This is an optimization exercise on Yosys and OpenROAD, whose aim is small area and a short achievable clock period, not a production implementation. Function was checked by simulation only, so behaviour that the tests miss may differ from the original. No driver is modelled on the clock port, so clock power and skew are understated where the tree is cut down; a real chip needs a root buffer or a tree. No activity file was given, so power comes from the tool's default toggle rates.

## alu128_top
module alu128_top(
    input  logic         clk,
    input  logic [127:0] op1,
    input  logic [127:0] op2,
    input  logic [2:0]   opsel,
    input  logic         mode,
    output logic [127:0] result
    );
==> flow/config.mk <==
export PLATFORM = sky130hd
export DESIGN_NAME = alu128_top
export DESIGN_NICKNAME = alu128_top
export VERILOG_FILES = /design/flow/design.v
export SDC_FILE = /design/flow/constraint.sdc
export NUM_CORES = 8
export LEC_CHECK = 0
export CAP_MARGIN = 20
export CORE_MARGIN = 2
export CORE_UTILIZATION = 40
export SLEW_MARGIN = 20
export SYNTH_HIERARCHICAL = 1
==> flow/constraint.sdc <==
create_clock -name core_clock -period 80.0 [get_ports {clk}]
set_input_delay 16.0000 -clock core_clock [delete_from_list [all_inputs] [get_ports {clk}]]
set_output_delay 16.0000 -clock core_clock [all_outputs]
set_load 0.01 [all_outputs]
standard.sh (not shown) runs the stock make flow with config.mk's settings and CLKGATE_MAP_FILE= SYNTH_SCRIPT=/design/flow/synth_recipe.tcl, a recipe that flattens the netlist after the stock synthesis.
==> flow/flow/run.sh <==
#!/bin/bash
# Layout flow: the standard ORFS flow (standard.sh) with the I/O port
# buffers made the smallest buffer, sky130_fd_sc_hd__buf_1, and a clock tree
# without dummy loads.
set -euo pipefail
cd "$(dirname "$0")/.."
export BUFFER_PORTS_ARGS="-buffer_cell sky130_fd_sc_hd__buf_1"
export CTS_ARGS="-sink_clustering_enable -repair_clock_nets -dont_use_dummy_load -sink_clustering_size 24"
bash standard.sh > orfs_make.log 2>&1
The first run passed the timing, design-rule and antenna checks.
Next try:
==> flow/flow/run.sh (replaced) <==
#!/bin/bash
# Layout flow: the standard ORFS flow (standard.sh) with the I/O port
# buffers made the smallest buffer, sky130_fd_sc_hd__buf_1.
set -euo pipefail
cd "$(dirname "$0")/.."
export BUFFER_PORTS_ARGS="-buffer_cell sky130_fd_sc_hd__buf_1"
bash standard.sh > orfs_make.log 2>&1
What happened: Clock-buffer cell count increases by 13; sequential power is about the same; setup slack is worse by 6.6 ps; cell area increases by 2.2%; synthesized area does not change; fmax is about the same; wire length increases by 1.1%.

---

## v58
alu128_top, a different RTL version from the one above (not shown whole).
Size in the first run: roughly 1600 cells after synthesis, about 390 I/O pins, about 15000 sq um of cells after synthesis.
Settings: LEC_CHECK=0, CAP_MARGIN=20, CORE_MARGIN=2, CORE_UTILIZATION=50, PLACE_DENSITY=0.65, SLEW_MARGIN=20, SYNTH_HIERARCHICAL=1; clock period 80.0 ns.
==> flow/flow/run.sh <==
#!/bin/bash
# Layout flow: the standard ORFS flow (standard.sh) with the I/O port
# buffers made the smallest buffer, sky130_fd_sc_hd__buf_1, and a clock tree
# without dummy loads.
set -euo pipefail
cd "$(dirname "$0")/.."
export BUFFER_PORTS_ARGS="-buffer_cell sky130_fd_sc_hd__buf_1"
export CTS_ARGS="-sink_clustering_enable -repair_clock_nets -dont_use_dummy_load -sink_clustering_size 32 -sink_clustering_max_diameter 80"
bash standard.sh > orfs_make.log 2>&1
v58 was carried through to the last stage, and its layout satisfied the timing, design-rule and antenna checks.
## Diff of input files: v3 against v58
==> flow/flow/run.sh <==
#!/bin/bash
# Layout flow: the standard ORFS flow (standard.sh) with
#  - the I/O port buffers made the smallest buffer, sky130_fd_sc_hd__buf_1;
#  - a clock tree of larger clusters and without dummy loads;
#  - after clock tree synthesis, the tree's root buffer taken out when it
#    drives only a few clock buffers, so that the clock port drives them.
set -euo pipefail
cd "$(dirname "$0")/.."
export BUFFER_PORTS_ARGS="-buffer_cell sky130_fd_sc_hd__buf_1"
export CTS_ARGS="-sink_clustering_enable -repair_clock_nets -dont_use_dummy_load -sink_clustering_size 32 -sink_clustering_max_diameter 80"
export POST_CTS_TCL="$PWD/flow/clock_root.tcl"
bash standard.sh > orfs_make.log 2>&1
==> flow/flow/clock_root.tcl (new file) <==
proc remove_clock_root {} {
  set block [ord::get_db_block]
  set clk_net [$block findNet clk]
  set loads {}
  foreach it [$clk_net getITerms] {
    if {[$it isInputSignal]} { lappend loads [$it getInst] }
  }
  if {[llength $loads] != 1} { puts "remove_clock_root: clock port has [llength $loads] loads, left as is"; return }
  set root [lindex $loads 0]
  if {![string match "*clkbuf*" [[$root getMaster] getName]]} { return }
  set rnet [[$root findITerm X] getNet]
  set below {}
  foreach it [$rnet getITerms] {
    if {[$it isInputSignal]} { lappend below $it }
  }
  if {[llength $below] > 4} { puts "remove_clock_root: root drives [llength $below] cells, left as is"; return }
  foreach it $below {
    if {![string match "*clkbuf*" [[[$it getInst] getMaster] getName]]} { puts "remove_clock_root: root drives a non-buffer, left as is"; return }
  }
  foreach it $below { $it disconnect; $it connect $clk_net }
  [$root findITerm A] disconnect
  [$root findITerm X] disconnect
  odb::dbInst_destroy $root
  odb::dbNet_destroy $rnet
  puts "remove_clock_root: clock port now drives [llength $below] clock buffers"
}
remove_clock_root
-- flow/config.mk --
<<< v58, line 9
export CORE_MARGIN = 2
export CORE_UTILIZATION = 50
export PLACE_DENSITY = 0.65
export SLEW_MARGIN = 20
>>> v3, line 9
export CORE_MARGIN = 2
export CORE_UTILIZATION = 72
export PLACE_DENSITY = 0.8
export SLEW_MARGIN = 20
[summary]
On global-route usage, the lower figure sits with v58, not v3. Total power: lower on v3. Between v3 and v58, area of all placed cells without fillers is lower for v3, v58 comes in above that.
#### Input delta (v52 over v3)
==> flow/flow/run.sh <==
#!/bin/bash
# Layout flow: the standard ORFS flow (standard.sh) with the I/O port
# buffers made the smallest buffer, sky130_fd_sc_hd__buf_1, and a clock tree
# without dummy loads.
set -euo pipefail
cd "$(dirname "$0")/.."
export BUFFER_PORTS_ARGS="-buffer_cell sky130_fd_sc_hd__buf_1"
export CTS_ARGS="-sink_clustering_enable -repair_clock_nets -dont_use_dummy_load -sink_clustering_size 36 -sink_clustering_max_diameter 70"
bash standard.sh > orfs_make.log 2>&1
-- flow/config.mk --
<<< v3, line 9
export CORE_MARGIN = 2
export CORE_UTILIZATION = 72
export PLACE_DENSITY = 0.8
export SLEW_MARGIN = 20
>>> v52, line 9
export CORE_MARGIN = 2
export CORE_UTILIZATION = 40
export SLEW_MARGIN = 20
removed: flow/flow/clock_root.tcl
## What came out
- v52 ended with every stage complete and zero timing, DRC or antenna violations.
- | die area | lower: v3 |
- v52 vs. v3: cell row count rose by 35%, wire length fell by about 0.5%.
- Looking at leakage power summed over all cells across v3 and v52, the one that comes out lower is v3.
- Between v3 and v52, the flow reports number of cells in the finished layout apart from fillers increasing by a little under 10%.
[inputs] v25 vs v52
==> flow/flow/run.sh <==
#!/bin/bash
# Layout flow: the standard ORFS flow (standard.sh) with
#  - the I/O port buffers made the smallest buffer, sky130_fd_sc_hd__buf_1;
#  - a clock tree of larger clusters and without dummy loads;
#  - after clock tree synthesis, the tree's root buffer taken out when it
#    drives only a few clock buffers, so that the clock port drives them.
set -euo pipefail
cd "$(dirname "$0")/.."
export BUFFER_PORTS_ARGS="-buffer_cell sky130_fd_sc_hd__buf_1"
export CTS_ARGS="-sink_clustering_enable -repair_clock_nets -dont_use_dummy_load -sink_clustering_size 20 -sink_clustering_max_diameter 60 -root_buf sky130_fd_sc_hd__clkbuf_16 -buf_list sky130_fd_sc_hd__clkbuf_8"
export POST_CTS_TCL="$PWD/flow/clock_root.tcl"
bash standard.sh > orfs_make.log 2>&1
==> flow/flow/clock_root.tcl (new file) <==
proc remove_clock_root {} {
  set block [ord::get_db_block]
  set clk_net [$block findNet clk]
  set loads {}
  foreach it [$clk_net getITerms] {
    if {[$it isInputSignal]} { lappend loads [$it getInst] }
  }
  if {[llength $loads] != 1} { puts "remove_clock_root: clock port has [llength $loads] loads, left as is"; return }
  set root [lindex $loads 0]
  if {![string match "*clkbuf*" [[$root getMaster] getName]]} { return }
  set rnet [[$root findITerm X] getNet]
  set below {}
  foreach it [$rnet getITerms] {
    if {[$it isInputSignal]} { lappend below $it }
  }
  if {[llength $below] > 4} { puts "remove_clock_root: root drives [llength $below] cells, left as is"; return }
  foreach it $below {
    if {![string match "*clkbuf*" [[[$it getInst] getMaster] getName]]} { puts "remove_clock_root: root drives a non-buffer, left as is"; return }
  }
  foreach it $below { $it disconnect; $it connect $clk_net }
  [$root findITerm A] disconnect
  [$root findITerm X] disconnect
  odb::dbInst_destroy $root
  odb::dbNet_destroy $rnet
  puts "remove_clock_root: clock port now drives [llength $below] clock buffers"
}
remove_clock_root
-- flow/config.mk --
<<< v52, line 9
export CORE_MARGIN = 2
export CORE_UTILIZATION = 40
export SLEW_MARGIN = 20
>>> v25, line 9
export CORE_MARGIN = 2
export CORE_UTILIZATION = 60
export PLACE_DENSITY = 0.7
export SLEW_MARGIN = 20
## What came out
- In summary, v25 completed successfully, with a layout that passed the timing, design-rule and antenna checks.
- Looking at die area, v25 sits 13000 sq um below v52.
- Share of the final layout cell area in sequential cells: v25 > v52
- Between v52 and v25, the mean cell area of the mapped netlist does not differ in any meaningful way.
- Worst hold slack delta (v25 − v52): favourable
- The estimated power of v25 ends up lower than the estimate for v52.
- v25 against v52: part of the cycle the worst path needs dropped 0.18 points; iteration count of the initial detailed-routing pass climbed 1; minimum period implied by the final worst setup slack dropped 140 ps.
- Lower share of power burned in the clock network goes to v25 over v52.
- Compared with v52, v25 shows a lower area added between synthesis and finish.
- Between v25 and v52, it is v25 whose design area is lower, by about 2.3%.
diff inputs: v25 => v32
==> flow/flow/run.sh <==
#!/bin/bash
# Layout flow: the standard ORFS flow (standard.sh) with the I/O port
# buffers made the smallest buffer, sky130_fd_sc_hd__buf_1, and a clock tree
# without dummy loads.
set -euo pipefail
cd "$(dirname "$0")/.."
export BUFFER_PORTS_ARGS="-buffer_cell sky130_fd_sc_hd__buf_1"
export CTS_ARGS="-sink_clustering_enable -repair_clock_nets -dont_use_dummy_load -sink_clustering_size 24 -buf_list sky130_fd_sc_hd__clkbuf_8"
bash standard.sh > orfs_make.log 2>&1
-- flow/config.mk --
<<< v25, line 9
export CORE_MARGIN = 2
export CORE_UTILIZATION = 60
export PLACE_DENSITY = 0.7
export SLEW_MARGIN = 20
>>> v32, line 9
export CORE_MARGIN = 2
export CORE_UTILIZATION = 40
export SLEW_MARGIN = 20
removed: flow/flow/clock_root.tcl
==> comparison <==
Timing-limited maximum frequency, v25 and v32, lower one = v32.
v25 has higher average via count per standard cell than v32.
v32 — period utilization 0.26 points higher, v25 as reference
Against v25, v32 comes in 12 points lower on global-route met2 utilization.
Total wirelength of the detailed-routed design is higher on v32
v32 -> v25: final antenna-violating net count flat
Input-level comparison between v17 and v32:
==> flow/flow/run.sh <==
#!/bin/bash
# Layout flow: the standard ORFS flow (standard.sh) with
#  - the I/O port buffers made the smallest buffer, sky130_fd_sc_hd__buf_1;
#  - a clock tree of larger clusters and without dummy loads;
#  - after clock tree synthesis, the tree's root buffer taken out when it
#    drives only a few clock buffers, so that the clock port drives them.
set -euo pipefail
cd "$(dirname "$0")/.."
export BUFFER_PORTS_ARGS="-buffer_cell sky130_fd_sc_hd__buf_1"
export CTS_ARGS="-sink_clustering_enable -repair_clock_nets -dont_use_dummy_load -sink_clustering_size 36 -sink_clustering_max_diameter 60"
export POST_CTS_TCL="$PWD/flow/clock_root.tcl"
bash standard.sh > orfs_make.log 2>&1
==> flow/flow/clock_root.tcl (new file) <==
proc remove_clock_root {} {
  set block [ord::get_db_block]
  set clk_net [$block findNet clk]
  set loads {}
  foreach it [$clk_net getITerms] {
    if {[$it isInputSignal]} { lappend loads [$it getInst] }
  }
  if {[llength $loads] != 1} { puts "remove_clock_root: clock port has [llength $loads] loads, left as is"; return }
  set root [lindex $loads 0]
  if {![string match "*clkbuf*" [[$root getMaster] getName]]} { return }
  set rnet [[$root findITerm X] getNet]
  set below {}
  foreach it [$rnet getITerms] {
    if {[$it isInputSignal]} { lappend below $it }
  }
  if {[llength $below] > 4} { puts "remove_clock_root: root drives [llength $below] cells, left as is"; return }
  foreach it $below {
    if {![string match "*clkbuf*" [[[$it getInst] getMaster] getName]]} { puts "remove_clock_root: root drives a non-buffer, left as is"; return }
  }
  foreach it $below { $it disconnect; $it connect $clk_net }
  [$root findITerm A] disconnect
  [$root findITerm X] disconnect
  odb::dbInst_destroy $root
  odb::dbNet_destroy $rnet
  puts "remove_clock_root: clock port now drives [llength $below] clock buffers"
}
remove_clock_root
-- flow/config.mk --
<<< v32, line 9
export CORE_MARGIN = 2
export CORE_UTILIZATION = 40
export SLEW_MARGIN = 20
>>> v17, line 9
export CORE_MARGIN = 2
export CORE_UTILIZATION = 72
export PLACE_DENSITY = 0.8
export SLEW_MARGIN = 20
### Flow results
- Looking at startpoint of the worst setup timing path, the result[103]$_DFF_P_ result is from v32; the result[98]$_DFF_P_ one comes from v17.
- v17 vs v32 on wire length the detailed router placed on met1: v17 is the lower one.
- Clock period minus final worst setup slack sits lower in v17 than in v32.
- Summary of v17 over v32: post-layout utilization of the core increased by 36 points relative to the old numbers, routed wire length per instance picked up an extra about 9%, met1 layer usage reported by global route now sits higher.
- Compared with v32, v17 shows a power density over cell area that is 4.1% lower.

---

== the baseline ==
The RTL this note starts from:
==> flow/design.v <==
`timescale 1ns / 1ps
module alu128_top(
    input  logic         clk,
    input  logic [127:0] op1,
    input  logic [127:0] op2,
    input  logic [2:0]   opsel,
    input  logic         mode,
    output logic [127:0] result
    );
    logic [127:0] op1_q;
    logic [127:0] op2_q;
    logic [2:0]   opsel_q;
    logic         mode_q;
    logic [127:0] result_d;
    always_ff @(posedge clk) begin
        op1_q   <= op1;
        op2_q   <= op2;
        opsel_q <= opsel;
        mode_q  <= mode;
        result  <= result_d;
    end
    midterm128bit ALU (
        .op1(op1_q),
        .op2(op2_q),
        .opsel(opsel_q),
        .mode(mode_q),
        .result(result_d)
    );
endmodule

module complementer(input A, output Y);
    assign Y = ~A;
endmodule
module mux2to1(input logic A, input logic B, input logic sel, output Y);
    assign Y = sel ? B : A;
endmodule
module fulladder(input logic thing_a, thing_b, thing_cin, output logic arith_result, arith_Cout);
    assign arith_result = thing_a ^ thing_b ^ thing_cin;
    assign arith_Cout = (thing_a & thing_b) | (thing_cin & (thing_a ^ thing_b));
endmodule
module alu_mux4(input logic s1, input logic s0, input logic a0, input logic a1,
                input logic a2, input logic a3, output logic y);
    assign y = s1 ? (s0 ? a3 : a2) : (s0 ? a1 : a0);
endmodule
module alu_mux2i(input logic s, input logic a0, input logic a1, output logic y);
    assign y = ~(s ? a1 : a0);
endmodule
module alu_inv(input logic a, output logic y);
    assign y = ~a;
endmodule
module alu_nand2(input logic a, input logic b, output logic y);
    assign y = ~(a & b);
endmodule
module alu_nor2(input logic a, input logic b, output logic y);
    assign y = ~(a | b);
endmodule
module alu_xor2(input logic a, input logic b, output logic y);
    assign y = a ^ b;
endmodule
module alu_xnor2(input logic a, input logic b, output logic y);
    assign y = ~(a ^ b);
endmodule
module alu_zstart(input logic p, input logic a, output logic yn);
    assign yn = ~(~p & a);
endmodule
module alu_skip(input logic z, input logic allp, input logic c, output logic cout);
    assign cout = z | (allp & c);
endmodule
module alu_and_reduce #(parameter int N = 2) (input logic [N-1:0] a, output logic y);
    assign y = &a;
endmodule
module midterm1bit #(parameter int ODD = 0) (
    input  logic a, b, cin, t0, t1, t2, t3, kc,
    output logic r, cout, p, ad
    );
    alu_mux4 pm(.s1(a), .s0(b), .a0(t0), .a1(t1), .a2(t2), .a3(t3), .y(p));
    if (ODD == 0) begin : e
        logic vn;
        alu_mux2i ch(.s(p), .a0(a), .a1(cin), .y(cout));          
        alu_nand2 vv(.a(cin), .b(kc), .y(vn));                     
        alu_xnor2 rs(.a(p), .b(vn), .y(r));                        
    end else begin : o
        logic v;
        alu_inv   ai(.a(a), .y(ad));                               
        alu_mux2i ch(.s(p), .a0(ad), .a1(cin), .y(cout));         
        alu_nor2  vv(.a(cin), .b(kc), .y(v));                      
        alu_xor2  rs(.a(p), .b(v), .y(r));                         
    end
endmodule
module alu_ctrl(
    input  logic [2:0] opsel,
    input  logic       mode,
    output logic [3:0] t,
    output logic       kc, kcn, cin
    );
    always_comb begin
        kc = 1'b1; cin = 1'b0;
        if (!mode) begin
            case (opsel)
                3'b001: t = 4'b1001;                        
                3'b011: begin t = 4'b1001; cin = 1'b1; end  
                3'b010, 3'b100: t = 4'b1100;                
                3'b101: t = 4'b0011;                        
                default: t = 4'b0110;                       
            endcase
        end else begin
            kc = 1'b0;
            case (opsel)
                3'b000: t = 4'b1000;                        
                3'b001: t = 4'b1110;                        
                3'b010: t = 4'b0110;                        
                3'b011: t = 4'b0011;                        
                default: begin t = 4'b0000; kc = 1'b1; end  
            endcase
        end
    end
    assign kcn = ~kc;
endmodule
module midterm128bit(
    input  logic [127:0] op1,
    input  logic [127:0] op2,
    input  logic [2:0]   opsel,
    input  logic         mode,
    output logic [127:0] result
    );
    localparam int NF = 12;
    logic [3:0] t0, t1;
    logic [1:0] kc, kcn, cin;
    alu_ctrl C0(.opsel(opsel), .mode(mode), .t(t0), .kc(kc[0]), .kcn(kcn[0]), .cin(cin[0]));
    alu_ctrl C1(.opsel(opsel), .mode(mode), .t(t1), .kc(kc[1]), .kcn(kcn[1]), .cin(cin[1]));
    localparam int NB = 2;
    localparam logic [8*NB-1:0] BS = {8'd66, 8'd28};
    localparam logic [8*NB-1:0] BE = {8'd92, 8'd52};
    logic [128:0] c;      
    logic [127:0] ci;     
    logic [127:0] p, ad;
    logic [NB-1:0] cs;    
    assign c[0] = cin[0];
    genvar i, k;
    for (i = 0; i < 128; i++) begin : bit_
        logic [3:0] t;
        assign t = (i < NF) ? t0 : t1;
        if (i == BE[7:0]) begin : sk0
            assign ci[i] = cs[0];
        end else if (i == BE[15:8]) begin : sk1
            assign ci[i] = cs[1];
        end else begin : rp
            assign ci[i] = c[i];
        end
        midterm1bit #(.ODD(i % 2)) M(
            .a(op1[i]), .b(op2[i]), .cin(ci[i]),
            .t0(t[0]), .t1(t[1]), .t2(t[2]), .t3(t[3]),
            .kc((i % 2) ? kcn[i < NF ? 0 : 1] : kc[i < NF ? 0 : 1]),
            .r(result[i]), .cout(c[i+1]), .p(p[i]), .ad(ad[i]));
    end
    for (k = 0; k < NB; k++) begin : blk
        localparam int S = BS[8*k +: 8], E = BE[8*k +: 8];
        logic [E:S+1] z;
        logic allp;
        alu_zstart z0(.p(p[S]), .a(op1[S]), .yn(z[S+1]));
        for (i = S + 1; i < E; i++) begin : zc
            alu_mux2i zk(.s(p[i]), .a0((i % 2) ? ad[i] : op1[i]), .a1(z[i]), .y(z[i+1]));
        end
        alu_and_reduce #(.N(E - S)) ap(.a(p[E-1:S]), .y(allp));
        alu_skip sk(.z(z[E]), .allp(allp), .c(ci[S]), .cout(cs[k]));
    end
endmodule
==> flow/config.mk <==
export PLATFORM = sky130hd
export DESIGN_NAME = alu128_top
export DESIGN_NICKNAME = alu128_top
export VERILOG_FILES = /design/flow/design.v
export SDC_FILE = /design/flow/constraint.sdc
export NUM_CORES = 8
export LEC_CHECK = 0
export CAP_MARGIN = 20
export CORE_MARGIN = 2
export CORE_UTILIZATION = 60
export PLACE_DENSITY = 0.7
export SLEW_MARGIN = 20
export SYNTH_HIERARCHICAL = 1
==> flow/constraint.sdc <==
create_clock -name core_clock -period 80.0 [get_ports {clk}]
set_input_delay 16.0000 -clock core_clock [delete_from_list [all_inputs] [get_ports {clk}]]
set_output_delay 16.0000 -clock core_clock [all_outputs]
set_load 0.01 [all_outputs]
==> flow/flow/run.sh <==
#!/bin/bash
# Layout flow: the standard ORFS flow (standard.sh) with
#  - logic cells that synthesis sized up set back to drive strength 1 after
#    floorplanning (repair_design buffers what needs it);
#  - the I/O port buffers made the smallest buffer, sky130_fd_sc_hd__buf_1;
#  - a clock tree of larger clusters and without dummy loads;
#  - after clock tree synthesis, the tree's root buffer taken out when it
#    drives only a few clock buffers, so that the clock port drives them.
set -euo pipefail
cd "$(dirname "$0")/.."
export POST_FLOORPLAN_TCL="$PWD/flow/downsize.tcl"
export BUFFER_PORTS_ARGS="-buffer_cell sky130_fd_sc_hd__buf_1"
export CTS_ARGS="-sink_clustering_enable -repair_clock_nets -dont_use_dummy_load -sink_clustering_size 32 -sink_clustering_max_diameter 80"
export POST_CTS_TCL="$PWD/flow/clock_root.tcl"
bash standard.sh > orfs_make.log 2>&1
==> flow/flow/downsize.tcl <==
# Logic cells that synthesis sized up (drive strength 2 or more) go back to
# drive strength 1; repair_design buffers any net that then needs it.
proc downsize_logic {} {
  set db [ord::get_db]
  set block [ord::get_db_block]
  set n 0
  foreach inst [$block getInsts] {
    set m [[$inst getMaster] getName]
    if {![regexp {^(sky130_fd_sc_hd__(a|o|nand|nor|and|or|xor|xnor|mux2|inv|maj)[0-9a-z]*)_([2-9]|1[0-9])$} $m -> base]} { continue }
    if {[regexp {dfxtp|clkbuf|buf_|dly} $m]} { continue }
    set small [$db findMaster ${base}_1]
    if {$small eq "NULL"} { continue }
    $inst swapMaster $small
    incr n
  }
  puts "downsize_logic: $n cells set to drive strength 1"
}
downsize_logic
Other scripts of this flow, unchanged in this note and not shown: flow/flow/clock_root.tcl
In summary, the baseline completed successfully, with a layout that passed the timing, design-rule and antenna checks.
What the candidate does differently from the baseline at the input level:
-- flow/flow/run.sh --
<<< the baseline, line 3
#  - logic cells that synthesis sized up set back to drive strength 1 after
#    floorplanning (repair_design buffers what needs it);
>>> the candidate, line 3
<<< the baseline, line 11
export POST_FLOORPLAN_TCL="$PWD/flow/downsize.tcl"
>>> the candidate, line 9
removed: flow/flow/downsize.tcl
## What came out
- The candidate has completed all stages; timing, DRC and antenna checks passed.
- The candidate vs the baseline, transition at the pin with the smallest max-transition slack went up by 0.27 ns.
- The baseline has higher global-route wire length before repair than the candidate.
- In terms of logic depth of the worst register-to-register path, the baseline and the candidate differ only marginally.
- Of the candidate and the baseline, the lower number of global-route vias before repair belongs to the candidate.
- Endpoint of the worst setup timing path = result[26]: the candidate; endpoint of the worst setup timing path = result[21]: the baseline
- The baseline → the candidate: wire length went down 640 um, total power held.

-- what the ideal ports hide --
Ports are ideal in the flow. The routed layouts listed here were re-timed in OpenROAD.
Step 1 sets driving cells, clkbuf_16 on the clock port and buf_2 on the other inputs (assumed; they add their load-dependent delay and slew).
Step 2 times the ports against the registers' clock, not the clock port: input delays grow and output delays shrink by t, the midpoint of the rising clock arrivals with the driver on.
Three values: ideal ports, drivers, drivers and shift; two values: the first two.
| run | t, ns | setup WS [ns] | worst register clock-pin slew, ns |
|---|---|---|---|
| the first run of note 1 | 0.580 | 62.973 / 62.924 / 63.410 | 0.06 / 0.06 |
| the second run of note 1 | 0.592 | 62.966 / 62.917 / 63.347 | 0.06 / 0.06 |
| v58 | 0.558 | 62.950 / 62.900 / 63.458 | 0.11 / 0.11 |
| v3 | 0.432 | 63.069 / 63.004 / 63.436 | 0.12 / 0.12 |
| v52 | 0.597 | 62.916 / 62.863 / 63.460 | 0.11 / 0.11 |
| v25 | 0.439 | 63.060 / 62.993 / 63.432 | 0.11 / 0.11 |
| v32 | 0.633 | 62.850 / 62.804 / 63.437 | 0.06 / 0.06 |
| v17 | 0.458 | 63.070 / 63.009 / 63.467 | 0.11 / 0.11 |
| the baseline | 0.438 | 63.043 / 62.981 / 63.418 | 0.12 / 0.12 |
| the candidate | 0.427 | 63.051 / 62.991 / 63.418 | 0.12 / 0.12 |
After both steps setup and hold are still met in every run listed.
